Background: an optimization exercise with open tools, aiming at small area. Do not read the settings as production practice.
In this exercise RTL edits were held to simulation tests only and were not proved equivalent to the original.
The clock input has no modelled driver; a real chip could not lean on it and would need a root buffer or a full tree.
Power figures rest on the tool's default switching activity, not on a simulated workload.

// counterLight
module counterLight(sel,r_end,y_end,g_end,clk,counter_A,counter_B);
clock: 5.0 ns
lec_check: 0
cap_margin: 20
core_margin: 2
core_utilization: 70
gpl_timing_driven: 1
setup_slack_margin: 0.05
slew_margin: 20
standard.sh (not shown) runs the stock make flow with config.mk's settings and CLKGATE_MAP_FILE= SYNTH_SCRIPT=/design/flow/synth_recipe.tcl, a recipe that flattens the netlist after the stock synthesis.
==> flow/flow/run.sh <==
#!/bin/bash
# Standard layout with these changes:
#  - the full adders of the standard synthesis get the polarity that needs the
#    fewest inverters (fa_polarity.py), and the combinational logic is then
#    re-mapped for area (flip-flops, adders and their names kept, remap.tcl);
#  - the port buffers are the smallest buffer, sky130_fd_sc_hd__buf_1;
#  - the clock is three buffers on the port instead of an H-tree (see cts_hook.tcl).
set -euo pipefail
export BUFFER_PORTS_ARGS="-buffer_cell sky130_fd_sc_hd__buf_1"
export PRE_CTS_TCL=$PWD/flow/cts_hook.tcl FLOW_CLOCK_PORT=clk FLOW_CLOCK_BUF=sky130_fd_sc_hd__clkbuf_8 FLOW_CLOCK_NBUF=3
R=$PWD/orfs/results/$FLOW_PLATFORM/counterLight/base

bash standard.sh synth > synth.log 2>&1
cp $R/1_2_yosys.v $R/1_2_yosys.std.v

export LIB=$FLOW_HOME/platforms/$FLOW_PLATFORM/lib/sky130_fd_sc_hd__tt_025C_1v80.lib
python3 flow/fa_polarity.py $R/1_2_yosys.std.v $R/1_2_yosys.pol.v > fa_polarity.log 2>&1
export NETLIST_IN=$R/1_2_yosys.pol.v NETLIST_OUT=$R/1_2_yosys.v TOP=$FLOW_TOP
DONT_USE_ARGS=""
for c in $(sed -n '/^export DONT_USE_CELLS/,/^#/p' $FLOW_HOME/platforms/$FLOW_PLATFORM/config.mk | grep -o 'sky130_fd_sc_hd__[a-z0-9_]*'); do
  DONT_USE_ARGS="$DONT_USE_ARGS -dont_use $c"
done
export DONT_USE_ARGS
export ABC_SCRIPT="+strash;&get,-n;&deepsyn,-T,20;&dch,-f;&nf,-R,1000;&put;topo"
yosys -c flow/remap.tcl > remap.log 2>&1
rm -f $R/1_synth.odb $R/1_synth.sdc

bash standard.sh finish > standard.log 2>&1
==> flow/flow/fa_polarity.py <==
#!/usr/bin/env python3
"""Choose the polarity of each full adder in a mapped netlist.

A full adder is self-dual: inverting its three inputs inverts both outputs.
Yosys's extract_fa picks the polarity of each adder it finds on its own, which
leaves inverters between chained adders and between flip-flops and adders.
This script picks, for every sky130 fa cell, whether to use it inverted, so
that as few adder inputs as possible need an inverter from a flip-flop, port,
half adder or other full adder. A flipped adder gets explicit inversions on
its pins ("assign" statements); the re-mapping that follows (remap.tcl) merges
them into the surrounding logic. The function of the netlist is unchanged.

usage: fa_polarity.py IN.v OUT.v
"""
import itertools
import re
import sys

src = open(sys.argv[1]).read()
inst_re = re.compile(r'^(\s*)(sky130_fd_sc_hd__\w+)\s+(\S+)\s*\((.*?)\);', re.M | re.S)
pin_re = re.compile(r'\.(\w+)\(\s*(.*?)\s*\)\s*(?=,|$)', re.S)

insts = []
for m in inst_re.finditer(src):
    pins = {p: n.strip() for p, n in pin_re.findall(m.group(4))}
    insts.append((m.group(2), m.group(3), pins, m.span()))

OUTS = ('X', 'Y', 'Q', 'SUM', 'COUT')
drv = {}
for t, name, pins, _ in insts:
    for p, n in pins.items():
        if p in OUTS:
            drv[n] = (t, name, p)

def is_inv(t):
    return re.match(r'sky130_fd_sc_hd__(clk)?inv_\d+$', t) is not None

def is_buf(t):
    return re.match(r'sky130_fd_sc_hd__(clk)?buf_\d+$', t) is not None

def trace(net):
    """Follow inverters and buffers back; return (source, parity)."""
    par = 0
    for _ in range(100):
        d = drv.get(net)
        if d is None:
            return ('port', net), par
        t, name, _p = d
        pins = next(i[2] for i in insts if i[1] == name)
        if is_inv(t):
            par ^= 1
            net = pins['A']
        elif is_buf(t):
            net = pins['A']
        elif '__fa_' in t:
            return ('fa', name), par
        elif '__ha_' in t or '__df' in t:
            return ('fixed', name), par
        else:
            return None, par
    return None, par

fas = [i for i in insts if '__fa_' in i[0]]
names = [i[1] for i in fas]
edges = []   # (this fa, source fa or None, parity)
for t, name, pins, _ in fas:
    for p in ('A', 'B', 'CIN'):
        s, par = trace(pins[p])
        if s is None:
            continue
        if s[0] == 'port' and re.match(r"\d+'b", s[1]):
            continue
        edges.append((name, s[1] if s[0] == 'fa' else None, par))

def cost(flip):
    c = 0
    for n, s, par in edges:
        c += par ^ flip[n] ^ (flip[s] if s else 0)
    return c

best = None
if len(names) <= 20:
    for bits in itertools.product((0, 1), repeat=len(names)):
        f = dict(zip(names, bits))
        k = cost(f)
        if best is None or k < best[0]:
            best = (k, f)
else:
    f = {n: 0 for n in names}
    best = (cost(f), f)
    improved = True
    while improved:
        improved = False
        for n in names:
            f[n] ^= 1
            k = cost(f)
            if k < best[0]:
                best = (k, dict(f))
                improved = True
            else:
                f[n] ^= 1
flip = best[1]
print(f"fa_polarity: {len(names)} full adders, inverted inputs {cost({n: 0 for n in names})} -> {best[0]}, "
      f"flipped {sum(flip.values())}")

out = []
pos = 0
extra = []
k = 0
for t, name, pins, (a, b) in insts:
    if '__fa_' not in t or not flip.get(name):
        continue
    body = src[a:b]
    for p, n in pins.items():
        w = f"fapol_{k}"
        k += 1
        extra.append(f"  wire {w};\n")
        if p in OUTS:
            extra.append(f"  assign {n} = ~{w};\n")
        else:
            extra.append(f"  assign {w} = ~{n};\n")
        body = re.sub(r'(\.' + p + r'\()\s*' + re.escape(n) + r'\s*\)', r'\g<1>' + w + ')', body)
    out.append(src[pos:a])
    out.append(body)
    pos = b
out.append(src[pos:])
res = ''.join(out)
i = res.rindex('endmodule')
res = res[:i] + ''.join(extra) + res[i:]
open(sys.argv[2], 'w').write(res)
==> flow/flow/remap.tcl <==
# Re-map the combinational logic of the standard synthesis netlist for area.
# Flip-flops, full and half adders stay as the standard synthesis made them
# (same instances, same names); everything else is handed to abc again.
yosys read_liberty -ignore_miss_func $::env(LIB)
yosys read_verilog $::env(NETLIST_IN)
yosys hierarchy -top $::env(TOP)
yosys setattr -mod -set keep_hierarchy 1 sky130_fd_sc_hd__dfxtp_1 sky130_fd_sc_hd__fa_1 sky130_fd_sc_hd__ha_1
yosys rename -hide c:* t:sky130_fd_sc_hd__dfxtp_1 %d
yosys flatten
yosys simplemap
yosys opt -purge
yosys cd $::env(TOP)
yosys abc -liberty $::env(LIB) {*}$::env(DONT_USE_ARGS) -script $::env(ABC_SCRIPT)
yosys cd
yosys opt_clean -purge
yosys stat -liberty $::env(LIB)
yosys blackbox sky130_fd_sc_hd__*

yosys write_verilog -noattr $::env(NETLIST_OUT)
Other scripts of this flow, unchanged in this note and not shown: flow/flow/cts_hook.tcl
The starting point ended with an error in clock tree synthesis (4_1_cts) with DPL-0033.
Then changed:
--- a/flow/flow/run.sh
+++ b/flow/flow/run.sh
@@ -5 +5 @@
-#    re-mapped for area (flip-flops, adders and their names kept, remap.tcl);
+#    re-mapped for area (flip-flops, full adders and their names kept, remap.tcl);
@@ -7 +7,3 @@
-#  - the clock is three buffers on the port instead of an H-tree (see cts_hook.tcl).
+#  - the clock is three buffers on the port instead of an H-tree (see cts_hook.tcl);
+#  - timing-driven global placement does not keep its buffers, and gates off
+#    the critical paths are downsized after global routing (RECOVER_POWER).
@@ -8,0 +11 @@
+export GPL_KEEP_OVERFLOW=0 RECOVER_POWER=100
@@ -24 +27 @@
-export ABC_SCRIPT="+strash;&get,-n;&deepsyn,-T,20;&dch,-f;&nf,-R,1000;&put;topo"
+export ABC_SCRIPT="+strash;&get,-n;&deepsyn,-J,20,-T,100;&dch,-f;&nf,-R,1000;&put;topo"
--- a/flow/flow/fa_polarity.py
+++ b/flow/flow/fa_polarity.py
@@ -114,0 +115 @@
+        ref = n + ' ' if n.startswith('\\') else n  # escaped names end at a space
@@ -119 +120 @@
-            extra.append(f"  assign {n} = ~{w};\n")
+            extra.append(f"  assign {ref} = ~{w};\n")
@@ -121 +122 @@
-            extra.append(f"  assign {w} = ~{n};\n")
+            extra.append(f"  assign {w} = ~{ref};\n")
--- a/flow/flow/remap.tcl
+++ b/flow/flow/remap.tcl
@@ -2 +2 @@
-# Flip-flops, full and half adders stay as the standard synthesis made them
+# Flip-flops and full adders stay as the standard synthesis made them
@@ -7 +7 @@
-yosys setattr -mod -set keep_hierarchy 1 sky130_fd_sc_hd__dfxtp_1 sky130_fd_sc_hd__fa_1 sky130_fd_sc_hd__ha_1
+yosys setattr -mod -set keep_hierarchy 1 sky130_fd_sc_hd__dfxtp_1 sky130_fd_sc_hd__fa_1
--- a/flow/config.mk
+++ b/flow/config.mk
@@ -8 +8 @@
-export CAP_MARGIN = 20
+export CAP_MARGIN = 0
@@ -10 +10 @@
-export CORE_UTILIZATION = 70
+export CORE_UTILIZATION = 40
@@ -13 +13 @@
-export SLEW_MARGIN = 20
+export SLEW_MARGIN = 0
The new run finished but fails on negative setup slack.
Synthesized area falls by 1.8%.
Synthesized cell count falls by 0.65%.
Then changed:
--- a/flow/flow/run.sh
+++ b/flow/flow/run.sh
@@ -5 +5 @@
-#    re-mapped for area (flip-flops, full adders and their names kept, remap.tcl);
+#    re-mapped for area (flip-flops, adders and their names kept, remap.tcl);
@@ -7,3 +7 @@
-#  - the clock is three buffers on the port instead of an H-tree (see cts_hook.tcl);
-#  - timing-driven global placement does not keep its buffers, and gates off
-#    the critical paths are downsized after global routing (RECOVER_POWER).
+#  - the clock is three buffers on the port instead of an H-tree (see cts_hook.tcl).
@@ -11 +8,0 @@
-export GPL_KEEP_OVERFLOW=0 RECOVER_POWER=100
@@ -27 +24 @@
-export ABC_SCRIPT="+strash;&get,-n;&deepsyn,-J,20,-T,100;&dch,-f;&nf,-R,1000;&put;topo"
+export ABC_SCRIPT="+strash;&get,-n;&deepsyn,-T,20;&dch,-f;&nf,-R,1000;&put;topo"
--- a/flow/flow/fa_polarity.py
+++ b/flow/flow/fa_polarity.py
@@ -115 +114,0 @@
-        ref = n + ' ' if n.startswith('\\') else n  # escaped names end at a space
@@ -120 +119 @@
-            extra.append(f"  assign {ref} = ~{w};\n")
+            extra.append(f"  assign {n} = ~{w};\n")
@@ -122 +121 @@
-            extra.append(f"  assign {w} = ~{ref};\n")
+            extra.append(f"  assign {w} = ~{n};\n")
--- a/flow/flow/remap.tcl
+++ b/flow/flow/remap.tcl
@@ -2 +2 @@
-# Flip-flops and full adders stay as the standard synthesis made them
+# Flip-flops, full and half adders stay as the standard synthesis made them
@@ -7 +7 @@
-yosys setattr -mod -set keep_hierarchy 1 sky130_fd_sc_hd__dfxtp_1 sky130_fd_sc_hd__fa_1
+yosys setattr -mod -set keep_hierarchy 1 sky130_fd_sc_hd__dfxtp_1 sky130_fd_sc_hd__fa_1 sky130_fd_sc_hd__ha_1
@@ -10 +9,0 @@
-yosys simplemap
--- a/flow/config.mk
+++ b/flow/config.mk
@@ -8 +8 @@
-export CAP_MARGIN = 0
+export CAP_MARGIN = 20
@@ -11 +11 @@
-export GPL_TIMING_DRIVEN = 1
+export GPL_TIMING_DRIVEN = 0
@@ -13 +13 @@
-export SLEW_MARGIN = 0
+export SLEW_MARGIN = 20
Result: Now the flow never finished: it broke off in netlist read-in after synthesis (1_synth).
Then changed:
--- a/flow/flow/run.sh
+++ b/flow/flow/run.sh
@@ -5 +5 @@
-#    re-mapped for area (flip-flops, adders and their names kept, remap.tcl);
+#    re-mapped for area (flip-flops, full adders and their names kept, remap.tcl);
@@ -24 +24 @@
-export ABC_SCRIPT="+strash;&get,-n;&deepsyn,-T,20;&dch,-f;&nf,-R,1000;&put;topo"
+export ABC_SCRIPT="+strash;&get,-n;&deepsyn,-J,20,-T,100;&dch,-f;&nf,-R,1000;&put;topo"
--- a/flow/flow/remap.tcl
+++ b/flow/flow/remap.tcl
@@ -2 +2 @@
-# Flip-flops, full and half adders stay as the standard synthesis made them
+# Flip-flops and full adders stay as the standard synthesis made them
@@ -7 +7 @@
-yosys setattr -mod -set keep_hierarchy 1 sky130_fd_sc_hd__dfxtp_1 sky130_fd_sc_hd__fa_1 sky130_fd_sc_hd__ha_1
+yosys setattr -mod -set keep_hierarchy 1 sky130_fd_sc_hd__dfxtp_1 sky130_fd_sc_hd__fa_1
@@ -9,0 +10 @@
+yosys simplemap
--- a/flow/config.mk
+++ b/flow/config.mk
@@ -10,2 +10,2 @@
-export CORE_UTILIZATION = 40
-export GPL_TIMING_DRIVEN = 0
+export CORE_UTILIZATION = 70
+export GPL_TIMING_DRIVEN = 1
With this change the flow finished but fails on negative setup slack.
Then changed:
--- a/flow/flow/run.sh
+++ b/flow/flow/run.sh
@@ -7 +7,3 @@
-#  - the clock is three buffers on the port instead of an H-tree (see cts_hook.tcl).
+#  - the clock is three buffers on the port instead of an H-tree (see cts_hook.tcl);
+#  - timing-driven global placement does not keep its buffers, and gates off
+#    the critical paths are downsized after global routing (RECOVER_POWER).
@@ -8,0 +11 @@
+export GPL_KEEP_OVERFLOW=0 RECOVER_POWER=100
--- a/flow/flow/fa_polarity.py
+++ b/flow/flow/fa_polarity.py
@@ -114,0 +115 @@
+        ref = n + ' ' if n.startswith('\\') else n  # escaped names end at a space
@@ -119 +120 @@
-            extra.append(f"  assign {n} = ~{w};\n")
+            extra.append(f"  assign {ref} = ~{w};\n")
@@ -121 +122 @@
-            extra.append(f"  assign {w} = ~{n};\n")
+            extra.append(f"  assign {w} = ~{ref};\n")
--- a/flow/config.mk
+++ b/flow/config.mk
@@ -10 +10 @@
-export CORE_UTILIZATION = 70
+export CORE_UTILIZATION = 40
Result: The changed run completed without violations. Area after synthesis stays the same. Maximum frequency rose by 4.7%. Cell area increases by 1.0%. Total power shrinks by 6.2%. Worst setup slack gets better by 0.23 ns. Global-route usage is lower by 20 points. Routed wire length shrinks by 27%. Register-to-register slack gets better by 0.28 ns. Cell count climbs by 7.0%. Die area rises by 69%.
In the second, fourth and fifth runs of this note the design's own scripts or RTL, not TritonCTS, make the clock network.

---

The RTL this note starts from:
==> flow/design.v <==
module counterState(sel,r_end,y_end,g_end,cur_A,cur_B,clk,
                    last_sel,r,y,g,cnt_A,cnt_B);
	input [2:0]sel;
	input [6:0]r_end,y_end,g_end;
	input [6:0]cur_A,cur_B;
	input clk;
	output reg [2:0]last_sel;
	output reg [6:0]r,y,g;
	output reg [6:0]cnt_A,cnt_B;
	always@(posedge clk) begin
		last_sel<=sel;
		r<=r_end;
		y<=y_end;
		g<=g_end;
		cnt_A<=cur_A-1;
		cnt_B<=cur_B-1;
	end
endmodule
module counterLight(sel,r_end,y_end,g_end,clk,counter_A,counter_B);
	input [2:0]sel;
	input [6:0]r_end,y_end,g_end;
	input clk;
	output [6:0]counter_A,counter_B;
	wire [6:0]r,y,g,cnt_A,cnt_B;
	wire [2:0]last_sel;
	counterState state(sel,r_end,y_end,g_end,counter_A,counter_B,clk,
	                   last_sel,r,y,g,cnt_A,cnt_B);
	wire [6:0]w1,w2,s;
	wire [7:0]c1,k,c2;
	assign c1[0]=1'b0;
	assign k[0]=1'b0;
	assign c2[0]=1'b0;
	genvar i;
	generate for(i=0;i<7;i=i+1) begin:add
		assign w1[i]=r[i]^g[i]^c1[i];
		assign c1[i+1]=(r[i]&g[i])|(c1[i]&(r[i]^g[i]));
		assign s[i]=r[i]^g[i]^y[i];
		assign k[i+1]=(r[i]&g[i])|(y[i]&(r[i]^g[i]));
		assign w2[i]=s[i]^k[i]^c2[i];
		assign c2[i+1]=(s[i]&k[i])|(c2[i]&(s[i]^k[i]));
	end endgenerate
	wire run=(sel==last_sel)&(sel!=3'd7);
	wire s0=~run&(sel==3'd0);
	wire s1=~run&(sel==3'd1);
	wire s2=~run&(sel==3'd2);
	wire s3=~run&(sel==3'd3);
	wire s4=~run&(sel==3'd4);
	wire s5=~run&(sel==3'd5);
	wire s6=~run&(sel==3'd6);
	assign counter_A=({7{run}}&cnt_A)|({7{s0|s3}}&r)|({7{s1}}&w2)|({7{s2}}&w1)|
	                 ({7{s4|s6}}&y)|({7{s5}}&g);
	assign counter_B=({7{run}}&cnt_B)|({7{s0|s6}}&r)|({7{s1|s3}}&y)|({7{s2}}&g)|
	                 ({7{s4}}&w1)|({7{s5}}&w2);
endmodule
export LEC_CHECK = 0
export CAP_MARGIN = 0
export CORE_MARGIN = 2
export CORE_UTILIZATION = 55
export GPL_TIMING_DRIVEN = 1
export SETUP_SLACK_MARGIN = 0.05
export SLEW_MARGIN = 0
create_clock -name core_clock -period 5.0 [get_ports {clk}]
==> flow/flow/run.sh <==
#!/bin/bash
# Standard layout with these changes:
#  - the full adders of the standard synthesis get the polarity that needs the
#    fewest inverters (fa_polarity.py), and the combinational logic is then
#    re-mapped for area (flip-flops, full adders and their names kept, remap.tcl);
#  - the port buffers are the smallest buffer, sky130_fd_sc_hd__buf_1;
#  - the clock is three buffers on the port instead of an H-tree (see cts_hook.tcl);
#  - timing-driven global placement does not keep its buffers, and gates off
#    the critical paths are downsized after global routing (RECOVER_POWER).
set -euo pipefail
export GPL_KEEP_OVERFLOW=0 RECOVER_POWER=100
export BUFFER_PORTS_ARGS="-buffer_cell sky130_fd_sc_hd__buf_1"
export PRE_CTS_TCL=$PWD/flow/cts_hook.tcl FLOW_CLOCK_PORT=clk FLOW_CLOCK_BUF=sky130_fd_sc_hd__clkbuf_8 FLOW_CLOCK_NBUF=3
R=$PWD/orfs/results/$FLOW_PLATFORM/counterLight/base

bash standard.sh synth > synth.log 2>&1
cp $R/1_2_yosys.v $R/1_2_yosys.std.v

export LIB=$FLOW_HOME/platforms/$FLOW_PLATFORM/lib/sky130_fd_sc_hd__tt_025C_1v80.lib
python3 flow/fa_polarity.py $R/1_2_yosys.std.v $R/1_2_yosys.pol.v > fa_polarity.log 2>&1
export NETLIST_IN=$R/1_2_yosys.pol.v NETLIST_OUT=$R/1_2_yosys.v TOP=$FLOW_TOP
DONT_USE_ARGS=""
for c in $(sed -n '/^export DONT_USE_CELLS/,/^#/p' $FLOW_HOME/platforms/$FLOW_PLATFORM/config.mk | grep -o 'sky130_fd_sc_hd__[a-z0-9_]*'); do
  DONT_USE_ARGS="$DONT_USE_ARGS -dont_use $c"
done
export DONT_USE_ARGS
export ABC_SCRIPT="+strash;&get,-n;&deepsyn,-J,20,-T,100;&dch,-f;&nf,-R,1000;&put;topo"
yosys -c flow/remap.tcl > remap.log 2>&1
rm -f $R/1_synth.odb $R/1_synth.sdc

bash standard.sh finish > standard.log 2>&1
==> flow/flow/cts_hook.tcl <==
rename clock_tree_synthesis my_unused_clock_tree_synthesis
proc clock_tree_synthesis { args } {
  set block [ord::get_db_block]
  set dbu [$block getDbUnitsPerMicron]
  set clk [$block findNet $::env(FLOW_CLOCK_PORT)]
  set sinks {}
  foreach it [$clk getITerms] {
    set b [[$it getInst] getBBox]
    lappend sinks [list [expr {([$b xMin] + [$b xMax]) / 2.0}] \
                        [expr {([$b yMin] + [$b yMax]) / 2.0}] \
                        "[[$it getInst] getName]/[[$it getMTerm] getName]"]
  }
  set sinks [lsort -real -index 0 $sinks]
  set k $::env(FLOW_CLOCK_NBUF)
  set n [llength $sinks]
  for {set c 0} {$c < $k} {incr c} {
    set part [lrange $sinks [expr {$c * $n / $k}] [expr {($c + 1) * $n / $k - 1}]]
    set sx 0.0
    set sy 0.0
    set pins {}
    foreach s $part {
      set sx [expr {$sx + [lindex $s 0]}]
      set sy [expr {$sy + [lindex $s 1]}]
      lappend pins [get_pins [lindex $s 2]]
    }
    set x [expr {$sx / [llength $part] / $dbu}]
    set y [expr {$sy / [llength $part] / $dbu}]
    puts "flow: clock buffer $c for [llength $part] sinks at ($x, $y)"
    insert_buffer -buffer_cell $::env(FLOW_CLOCK_BUF) -net $::env(FLOW_CLOCK_PORT) \
      -load_pins $pins -buffer_name clkbuf_$c -net_name clknet_$c -location [list $x $y]
  }
  foreach it [$clk getITerms] {
    [[[$it getInst] findITerm X] getNet] setSigType CLOCK
  }
  set_propagated_clock [all_clocks]
}
Other scripts of this flow, unchanged in this note and not shown: flow/flow/fa_polarity.py, flow/flow/remap.tcl
Then changed:
--- a/flow/flow/run.sh
+++ b/flow/flow/run.sh
@@ -6,3 +6,3 @@
 #  - the port buffers are the smallest buffer, sky130_fd_sc_hd__buf_1;
-#  - the clock is three buffers on the port instead of an H-tree (see cts_hook.tcl);
+#  - the clock is two buffers on the port instead of an H-tree (see cts_hook.tcl);
 #  - timing-driven global placement does not keep its buffers, and gates off
@@ -12,3 +12,3 @@
 export BUFFER_PORTS_ARGS="-buffer_cell sky130_fd_sc_hd__buf_1"
-export PRE_CTS_TCL=$PWD/flow/cts_hook.tcl FLOW_CLOCK_PORT=clk FLOW_CLOCK_BUF=sky130_fd_sc_hd__clkbuf_8 FLOW_CLOCK_NBUF=3
+export PRE_CTS_TCL=$PWD/flow/cts_hook.tcl FLOW_CLOCK_PORT=clk FLOW_CLOCK_BUF=sky130_fd_sc_hd__clkbuf_8 FLOW_CLOCK_NBUF=2
 R=$PWD/orfs/results/$FLOW_PLATFORM/counterLight/base
--- a/flow/config.mk
+++ b/flow/config.mk
@@ -9,3 +9,3 @@
 export CORE_MARGIN = 2
-export CORE_UTILIZATION = 55
+export CORE_UTILIZATION = 40
 export GPL_TIMING_DRIVEN = 1
- sequential cell count is unchanged
- setup slack gains 11 ps
- clock power shrinks by about 10%
- cell count grows by 3.6%
- power shrinks by 1.6%
- wire length grows by 5.6%
- maximum frequency barely changes
- synthesized cell count is unchanged
Then changed:
--- a/flow/config.mk
+++ b/flow/config.mk
@@ -9,3 +9,3 @@
 export CORE_MARGIN = 2
-export CORE_UTILIZATION = 40
+export CORE_UTILIZATION = 55
 export GPL_TIMING_DRIVEN = 1
Effect: Final area falls slightly; wire length falls by a little under a tenth; clock skew barely changes.
Then changed:
--- a/flow/flow/run.sh
+++ b/flow/flow/run.sh
@@ -6,3 +6,3 @@
 #  - the port buffers are the smallest buffer, sky130_fd_sc_hd__buf_1;
-#  - the clock is two buffers on the port instead of an H-tree (see cts_hook.tcl);
+#  - the clock is three buffers on the port instead of an H-tree (see cts_hook.tcl);
 #  - timing-driven global placement does not keep its buffers, and gates off
@@ -12,3 +12,3 @@
 export BUFFER_PORTS_ARGS="-buffer_cell sky130_fd_sc_hd__buf_1"
-export PRE_CTS_TCL=$PWD/flow/cts_hook.tcl FLOW_CLOCK_PORT=clk FLOW_CLOCK_BUF=sky130_fd_sc_hd__clkbuf_8 FLOW_CLOCK_NBUF=2
+export PRE_CTS_TCL=$PWD/flow/cts_hook.tcl FLOW_CLOCK_PORT=clk FLOW_CLOCK_BUF=sky130_fd_sc_hd__clkbuf_8 FLOW_CLOCK_NBUF=3
 R=$PWD/orfs/results/$FLOW_PLATFORM/counterLight/base
--- a/flow/config.mk
+++ b/flow/config.mk
@@ -9,3 +9,3 @@
 export CORE_MARGIN = 2
-export CORE_UTILIZATION = 55
+export CORE_UTILIZATION = 40
 export GPL_TIMING_DRIVEN = 1
=> Cell area increases by 1.2%; routed wire length increases by 10%; setup slack loses 47 ps; clock power increases by 20%; sequential cell count does not change; power increases by 3.2%; sequential power barely changes; register-to-register slack loses 110 ps.
Then changed:
--- a/flow/flow/run.sh
+++ b/flow/flow/run.sh
@@ -6,7 +6,4 @@
 #  - the port buffers are the smallest buffer, sky130_fd_sc_hd__buf_1;
-#  - the clock is three buffers on the port instead of an H-tree (see cts_hook.tcl);
-#  - timing-driven global placement does not keep its buffers, and gates off
-#    the critical paths are downsized after global routing (RECOVER_POWER).
+#  - the clock is three buffers on the port instead of an H-tree (see cts_hook.tcl).
 set -euo pipefail
-export GPL_KEEP_OVERFLOW=0 RECOVER_POWER=100
 export BUFFER_PORTS_ARGS="-buffer_cell sky130_fd_sc_hd__buf_1"
Power climbs by 0.67%.
Routed wire length came out lower by 1.6%.
Synthesized area is unchanged.
Utilization climbs by 1.2 points.
Critical path depth is unchanged.
Final area grows by 2.6%.
Final cell count goes up by 3.5%.
Then changed:
--- a/flow/config.mk
+++ b/flow/config.mk
@@ -7,3 +7,3 @@
 export LEC_CHECK = 0
-export CAP_MARGIN = 0
+export CAP_MARGIN = 20
 export CORE_MARGIN = 2
@@ -12,2 +12,2 @@
 export SETUP_SLACK_MARGIN = 0.05
-export SLEW_MARGIN = 0
+export SLEW_MARGIN = 20
Effect:
- combinational power barely changes
- final area stays the same
- via count stays the same
- cell count stays the same
- sequential share of layout area does not change
- fmax is unchanged
- total power is unchanged
- global-route usage is unchanged
- wire length is unchanged
- hold slack is unchanged
No run of this note takes its clock network from TritonCTS; it comes from the design's own scripts or RTL.

==> separate check: timing with driven ports <==
How much do the figures lean on ideal ports? The routed layouts below were timed once more, with nothing changed but the port constraints. Step 1: set_driving_cell puts a clkbuf_16 on clk and a buf_2 on each other input, an assumption about the parent block. Step 2 also shifts input and output timing later by t, the mid clock arrival at the registers, as if the neighbouring blocks saw the same clock. Three values: ideal, step 1, step 2; two values: the first two.
| run | t (ns) | setup slack, ns | worst data-port slew with drivers (ns) |
|---|---|---|---|
| the second run of note 1 | 0.182 | -0.002 / -0.046 / 0.137 | 0.03 |
| the fourth run of note 1 | 0.182 | -0.140 / -0.179 / -0.063 | 0.04 |
| the fifth run of note 1 | 0.182 | 0.090 / 0.047 / 0.230 | 0.03 |
| the first run of note 2 | 0.184 | 0.270 / 0.226 / 0.396 | 0.03 |
| the second run of note 2 | 0.206 | 0.280 / 0.243 / 0.441 | 0.03 |
| the third run of note 2 | 0.195 | 0.301 / 0.269 / 0.411 | 0.03 |
| the fourth run of note 2 | 0.183 | 0.254 / 0.212 / 0.395 | 0.03 |
| the fifth run of note 2 | 0.182 | 0.322 / 0.282 / 0.464 | 0.03 |
| the sixth run of note 2 | 0.182 | 0.322 / 0.282 / 0.464 | 0.03 |
